From an optimization exercise on the open Yosys and OpenROAD flow, aimed at small area and a short achievable clock period; shortcuts taken in it are not production practice. Function was checked by simulation only, so behaviour that the tests miss may differ from the original.

==> v1: inputs <==
==> flow/design.v (excerpt) <==
module aes_round_top (
    input  wire         clk,
    input  wire         rst,
    input  wire         in_valid,
    input  wire [127:0] state_in,
    input  wire [127:0] round_key,
    output wire         out_valid,
    output wire [127:0] state_out
);
==> flow/config.mk <==
export PLATFORM = sky130hd
export DESIGN_NAME = aes_round_top
export DESIGN_NICKNAME = aes_round_top
export VERILOG_FILES = /design/flow/design.v
export SDC_FILE = /design/flow/constraint.sdc
export NUM_CORES = 4
export LEC_CHECK = 0
export CAP_MARGIN = 20
export CORE_MARGIN = 2
export CORE_UTILIZATION = 50
export CTS_CLUSTER_DIAMETER = 100
export CTS_CLUSTER_SIZE = 30
export PLACE_DENSITY = 0.65
export SETUP_SLACK_MARGIN = 4.2
export SLEW_MARGIN = 20
export SYNTH_HIERARCHICAL = 1
export SYNTH_MINIMUM_KEEP_SIZE = 0
==> flow/constraint.sdc <==
create_clock -name core_clock -period 7.0 [get_ports {clk}]
set_input_delay 1.4000 -clock core_clock [delete_from_list [all_inputs] [get_ports {clk}]]
set_output_delay 1.4000 -clock core_clock [all_outputs]
set_load 0.01 [all_outputs]
standard.sh (not shown) runs the stock make flow with config.mk's settings and CLKGATE_MAP_FILE= SYNTH_SCRIPT=/design/flow/synth_recipe.tcl, a recipe that flattens the netlist after the stock synthesis.
==> flow/flow/run.sh <==
#!/bin/bash
set -euo pipefail
export BUFFER_PORTS_ARGS="-buffer_cell sky130_fd_sc_hd__buf_1"
bash standard.sh > standard_flow.log 2>&1
==> inputs of v26, as changes to v1 <==
- CTS_CLUSTER_DIAMETER: 100 -> not set
- CTS_CLUSTER_SIZE: 30 -> not set
- SETUP_SLACK_MARGIN: 4.2 -> 4.35
==> results by group <==
STA
  – Clock skew: 21.28 ps
  – Fin worst setup slack: 4210 ps
  – Final worst path period share: 39.86%

Outcome
  – Run status: no timing/DRC/antenna violations

Finish
  – Clock buf count: 25

Setup path
  – Crit path launch: round_key[103]

GRT
  – GR Layer Usage met2: 29.38%
Source of the figures above: v1

==> results by group <==
Setup path
  – Crit path launch: round_key[38]

Finish
  – Clock buf count: 73

Placement
  – Hpwl dp: 54.36 mm

STA
  – Clock skew: 24.32 ps
  – Final worst path period share: 37.83%
  – Fin worst setup slack: 4352 ps

Outcome
  – Run status: no timing/DRC/antenna violations

GRT
  – Largest net degree at the start of global routing: 14
  – GR Layer Usage met2: 32.71%
Source of the figures above: v26



==> inputs of run F <==
aes_round_top, a different RTL version from the one above (not shown whole).
clock: 7.0 ns
lec_check: 0
cap_margin: 20
core_margin: 2
core_utilization: 50
place_density: 0.65
slew_margin: 20
synth_hierarchical: 1
synth_minimum_keep_size: 0
==> flow/flow/run.sh <==
#!/bin/bash
set -euo pipefail
export BUFFER_PORTS_ARGS="-buffer_cell sky130_fd_sc_hd__buf_2"
bash standard.sh > standard_flow.log 2>&1
==> run D: changes against run F <==
--- a/flow/design.v
+++ b/flow/design.v
@@ -213,19 +213,19 @@
     assign y[28] = w179;
     assign y[29] = w184;
     assign y[30] = w204;
     assign y[31] = w181;
 endmodule
 module sb_a (
     input  wire [7:0] y,
     output wire [7:0] x,
-    output wire [3:0] t
+    output wire [3:0] ti
 );
-    wire w8, w9, w10, w11, w12, w13, w14, w15, w16, w17, w18, w19, w20, w21, w22, w23, w24, w25, w26, w27, w28, w29, w30, w31, w32, w33, w34, w43, w44, w45, w46, w47, w48, w49, w50, w51, w52, w53, w54, w55, w56, w57, w58, w59, w60, w61, w62, w63, w64, w65;
+    wire w8, w9, w10, w11, w12, w13, w14, w15, w16, w17, w18, w19, w20, w21, w22, w23, w24, w25, w26, w27, w28, w29, w30, w31, w32, w33, w34, w43, w44, w45, w46, w47, w48, w49, w50, w51, w52, w53, w54, w55, w56, w57, w58, w59, w60, w61, w62, w63, w64, w65, w66, w67, w68, w69, w70, w71, w72, w73, w74, w75, w76, w77, w78, w79, w80, w81, w82;
     g_xor2 g0 (.a(y[0]), .b(y[1]), .y(w8));
     g_xor2 g1 (.a(y[2]), .b(y[5]), .y(w9));
     g_xor2 g2 (.a(y[6]), .b(y[7]), .y(w10));
     g_xnor2 g3 (.a(y[0]), .b(y[4]), .y(w11));
     g_xor2 g4 (.a(y[7]), .b(w8), .y(w12));
     g_xor2 g5 (.a(y[1]), .b(y[4]), .y(w13));
     g_xor2 g6 (.a(y[2]), .b(y[3]), .y(w14));
     g_xor2 g7 (.a(y[0]), .b(y[5]), .y(w15));
@@ -266,59 +266,48 @@
     g_xnor2 g42 (.a(y[6]), .b(w53), .y(w58));
     g_xor2 g43 (.a(w57), .b(w58), .y(w59));
     g_xor2 g44 (.a(w46), .b(w50), .y(w60));
     g_xnor2 g45 (.a(w31), .b(w60), .y(w61));
     g_xor2 g46 (.a(w53), .b(w61), .y(w62));
     g_xor2 g47 (.a(w43), .b(w50), .y(w63));
     g_xor2 g48 (.a(w25), .b(w63), .y(w64));
     g_xor2 g49 (.a(w52), .b(w64), .y(w65));
+    g_xnor2 g50 (.a(w56), .b(w65), .y(w66));
+    g_nand2 g51 (.a(w56), .b(w59), .y(w67));
+    g_xor2 g52 (.a(w62), .b(w67), .y(w68));
+    g_xnor2 g53 (.a(w59), .b(w62), .y(w69));
+    g_xor2 g54 (.a(w65), .b(w67), .y(w70));
+    g_nor2 g55 (.a(w70), .b(w69), .y(w71));
+    g_nor2 g56 (.a(w68), .b(w66), .y(w72));
+    g_nand2 g57 (.a(w59), .b(w65), .y(w73));
+    g_nor2 g58 (.a(w69), .b(w73), .y(w74));
+    g_xor2 g59 (.a(w69), .b(w67), .y(w75));
+    g_nand2 g60 (.a(w62), .b(w56), .y(w76));
+    g_nor2 g61 (.a(w66), .b(w76), .y(w77));
+    g_xor2 g62 (.a(w66), .b(w67), .y(w78));
+    g_xor2 g63 (.a(w62), .b(w71), .y(w79));
+    g_xor2 g64 (.a(w74), .b(w75), .y(w80));
+    g_xor2 g65 (.a(w65), .b(w72), .y(w81));
+    g_xor2 g66 (.a(w77), .b(w78), .y(w82));
     assign x[0] = w30;
     assign x[1] = w27;
     assign x[2] = w33;
     assign x[3] = w29;
     assign x[4] = w15;
-    g_inv g50 (.a(y[1]), .y(x[5]));
+    g_inv g67 (.a(y[1]), .y(x[5]));
     assign x[6] = w19;
     assign x[7] = w18;
-    assign t[0] = w59;
-    assign t[1] = w62;
-    assign t[2] = w56;
-    assign t[3] = w65;
+    assign ti[0] = w82;
+    assign ti[1] = w81;
+    assign ti[2] = w80;
+    assign ti[3] = w79;
 endmodule
 module sb_b (
     input  wire [7:0] x,
-    input  wire [3:0] t,
-    output wire [3:0] ti
-);
-    wire w12, w13, w14, w15, w16, w17, w18, w19, w20, w21, w22, w23, w24, w25, w26, w27, w28;
-    g_xnor2 g0 (.a(t[2]), .b(t[3]), .y(w12));
-    g_nand2 g1 (.a(t[2]), .b(t[0]), .y(w13));
-    g_xor2 g2 (.a(t[1]), .b(w13), .y(w14));
-    g_xnor2 g3 (.a(t[0]), .b(t[1]), .y(w15));
-    g_xor2 g4 (.a(t[3]), .b(w13), .y(w16));
-    g_nor2 g5 (.a(w16), .b(w15), .y(w17));
-    g_nor2 g6 (.a(w14), .b(w12), .y(w18));
-    g_nand2 g7 (.a(t[0]), .b(t[3]), .y(w19));
-    g_nor2 g8 (.a(w15), .b(w19), .y(w20));
-    g_xor2 g9 (.a(w15), .b(w13), .y(w21));
-    g_nand2 g10 (.a(t[1]), .b(t[2]), .y(w22));
-    g_nor2 g11 (.a(w12), .b(w22), .y(w23));
-    g_xor2 g12 (.a(w12), .b(w13), .y(w24));
-    g_xor2 g13 (.a(t[1]), .b(w17), .y(w25));
-    g_xor2 g14 (.a(w20), .b(w21), .y(w26));
-    g_xor2 g15 (.a(t[3]), .b(w18), .y(w27));
-    g_xor2 g16 (.a(w23), .b(w24), .y(w28));
-    assign ti[0] = w28;
-    assign ti[1] = w27;
-    assign ti[2] = w26;
-    assign ti[3] = w25;
-endmodule
-module sb_c (
-    input  wire [7:0] x,
     input  wire [3:0] ti,
     output wire [7:0] s
 );
     wire w12, w13, w14, w15, w16, w17, w18, w19, w20, w21, w22, w23, w24, w25, w26, w27, w28, w29, w30, w31, w32, w33, w34, w35, w36, w37, w38, w39, w40, w41, w42, w43, w44, w45, w46, w47, w48, w49, w50, w51, w52, w53, w54, w55, w56, w57, w58, w59, w60, w61, w62, w63, w64, w65, w66, w67, w68, w69, w70, w71, w72, w73, w74, w75, w76, w77, w78;
     g_xor2 g0 (.a(x[7]), .b(x[5]), .y(w12));
     g_xor2 g1 (.a(x[6]), .b(x[4]), .y(w13));
     g_xor2 g2 (.a(x[7]), .b(x[6]), .y(w14));
     g_xor2 g3 (.a(x[5]), .b(x[4]), .y(w15));
@@ -398,48 +387,42 @@
     input  wire         clk,
     input  wire         rst,
     input  wire         in_valid,
     input  wire [127:0] state_in,
     input  wire [127:0] round_key,
     output wire         out_valid,
     output wire [127:0] state_out
 );
-    reg [3:0] vld;
+    reg [2:0] vld;
     always @(posedge clk) begin
-        if (rst) vld <= 4'd0;
-        else     vld <= {vld[2:0], in_valid};
+        if (rst) vld <= 3'd0;
+        else     vld <= {vld[1:0], in_valid};
     end
-    assign out_valid = vld[3];
+    assign out_valid = vld[2];
     wire [127:0] ark = state_in ^ round_key;
     wire [127:0] ark_q = ark;
     wire [127:0] mc;
     genvar c, i;
     generate
         for (c = 0; c < 4; c = c + 1) begin : g_col
             inv_mixcol u_mc (.x(ark_q[127 - 32*c -: 32]), .y(mc[127 - 32*c -: 32]));
         end
     endgenerate
     reg  [127:0] mc_q;
     always @(posedge clk) mc_q <= mc;
     wire [127:0] x0;
-    wire [63:0] t0;
-    reg  [63:0] t0_q;
-    always @(posedge clk) t0_q <= t0;
+    wire [63:0] ti0;
+    reg  [63:0] ti0_q;
+    always @(posedge clk) ti0_q <= ti0;
     reg  [127:0] x0_q;
     always @(posedge clk) x0_q <= x0;
-    wire [63:0] ti1;
-    reg  [63:0] ti1_q;
-    always @(posedge clk) ti1_q <= ti1;
-    reg  [127:0] x0_q_q;
-    always @(posedge clk) x0_q_q <= x0_q;
     wire [127:0] sb;
     generate
         for (i = 0; i < 16; i = i + 1) begin : g_sb
-            sb_a u_sb_a (.y(mc_q[127 - 8*i -: 8]), .x(x0[8*i +: 8]), .t(t0[4*i +: 4]));
-            sb_b u_sb_b (.x(x0_q[8*i +: 8]), .t(t0_q[4*i +: 4]), .ti(ti1[4*i +: 4]));
-            sb_c u_sb_c (.x(x0_q_q[8*i +: 8]), .ti(ti1_q[4*i +: 4]), .s(sb[127 - 8*(4*(((i / 4) + (i % 4)) % 4) + (i % 4)) -: 8]));
+            sb_a u_sb_a (.y(mc_q[127 - 8*i -: 8]), .x(x0[8*i +: 8]), .ti(ti0[4*i +: 4]));
+            sb_b u_sb_b (.x(x0_q[8*i +: 8]), .ti(ti0_q[4*i +: 4]), .s(sb[127 - 8*(4*(((i / 4) + (i % 4)) % 4) + (i % 4)) -: 8]));
         end
     endgenerate
     reg  [127:0] sb_q;
     always @(posedge clk) sb_q <= sb;
     assign state_out = sb_q;
 endmodule
--- a/flow/config.mk
+++ b/flow/config.mk
@@ -4,11 +4,12 @@
 export VERILOG_FILES = /design/flow/design.v
 export SDC_FILE = /design/flow/constraint.sdc
 export NUM_CORES = 4
 export LEC_CHECK = 0
 export CAP_MARGIN = 20
 export CORE_MARGIN = 2
 export CORE_UTILIZATION = 50
 export PLACE_DENSITY = 0.65
+export SETUP_SLACK_MARGIN = 4.1
 export SLEW_MARGIN = 20
 export SYNTH_HIERARCHICAL = 1
 export SYNTH_MINIMUM_KEEP_SIZE = 0
==> qor summary <==
Unrepaired setup endpoints after global routing: run D yes; run F no
Slowest library cell on the worst path: run D xor2_4; run F xor2_1
Worst hold endpoint: run D vld[1]; run F x0_q_q[55]
Arr. time, crit path: run D 3310 ps; run F 4010 ps
Cells after Synth: run D 3866; run F 4124
Hold path cells: run D 1; run F 0
Final Worst Setup Slack: run D 4200 ps; run F 3440 ps
Register bit count reported by yosys: run D 451; run F 644
Run status: run D no timing/DRC/antenna violations; run F no timing/DRC/antenna violations
Synthesized Nets: run D 4125; run F 4383
Average vias per placed instance: run D 4.30; run F 4.34
Worst setup startpoint: run D state_in[102]; run F round_key[6]
Met1 demand-to-capacity share in global routing: run D 21.2%; run F 23.3%
DRC violation total after the first TritonRoute iteration: run D 506; run F 733
Met2 Routed Length: run D 33.8 mm; run F 32.7 mm
Clock period minus final worst setup slack: run D 2800 ps; run F 3560 ps
Count of instances resized after the clock tree is built: run D 36; run F 0

-- separate check: timing with driven ports --
No port has a modelled driver above. Below, the same layouts with a new extraction and two added sets of constraints.
Step 1: set_driving_cell puts a clkbuf_16 on clk and a buf_2 on each other input, an assumption about the parent block.
Step 2 moves the port delays by t, midway between the first and last clock arrival at a register: inputs arrive t later, outputs are due t later. That takes back most of the time a late clock gives input paths.
a / b / c = no drivers / after step 1 / after step 2; a / b = the first two.
run	t (ns)	setup slack, ns	hold slack, ns	worst data-port slew with drivers (ns)
v1	0.627	4.210 / 4.248 / 3.620	0.452 / 0.452 / 0.452	0.04
v26	0.640	4.352 / 4.370 / 3.736	0.447 / 0.447 / 0.447	0.05
run F	0.655	3.440 / 3.485 / 2.830	0.318 / 0.318 / 0.318	0.09
run D	0.637	4.201 / 4.233 / 3.596	0.441 / 0.441 / 0.441	0.06
After both steps setup and hold are still met in every run listed. The setup slack of v26, which loses most, moves by +0.018 ns with the drivers and by -0.616 ns with both steps.
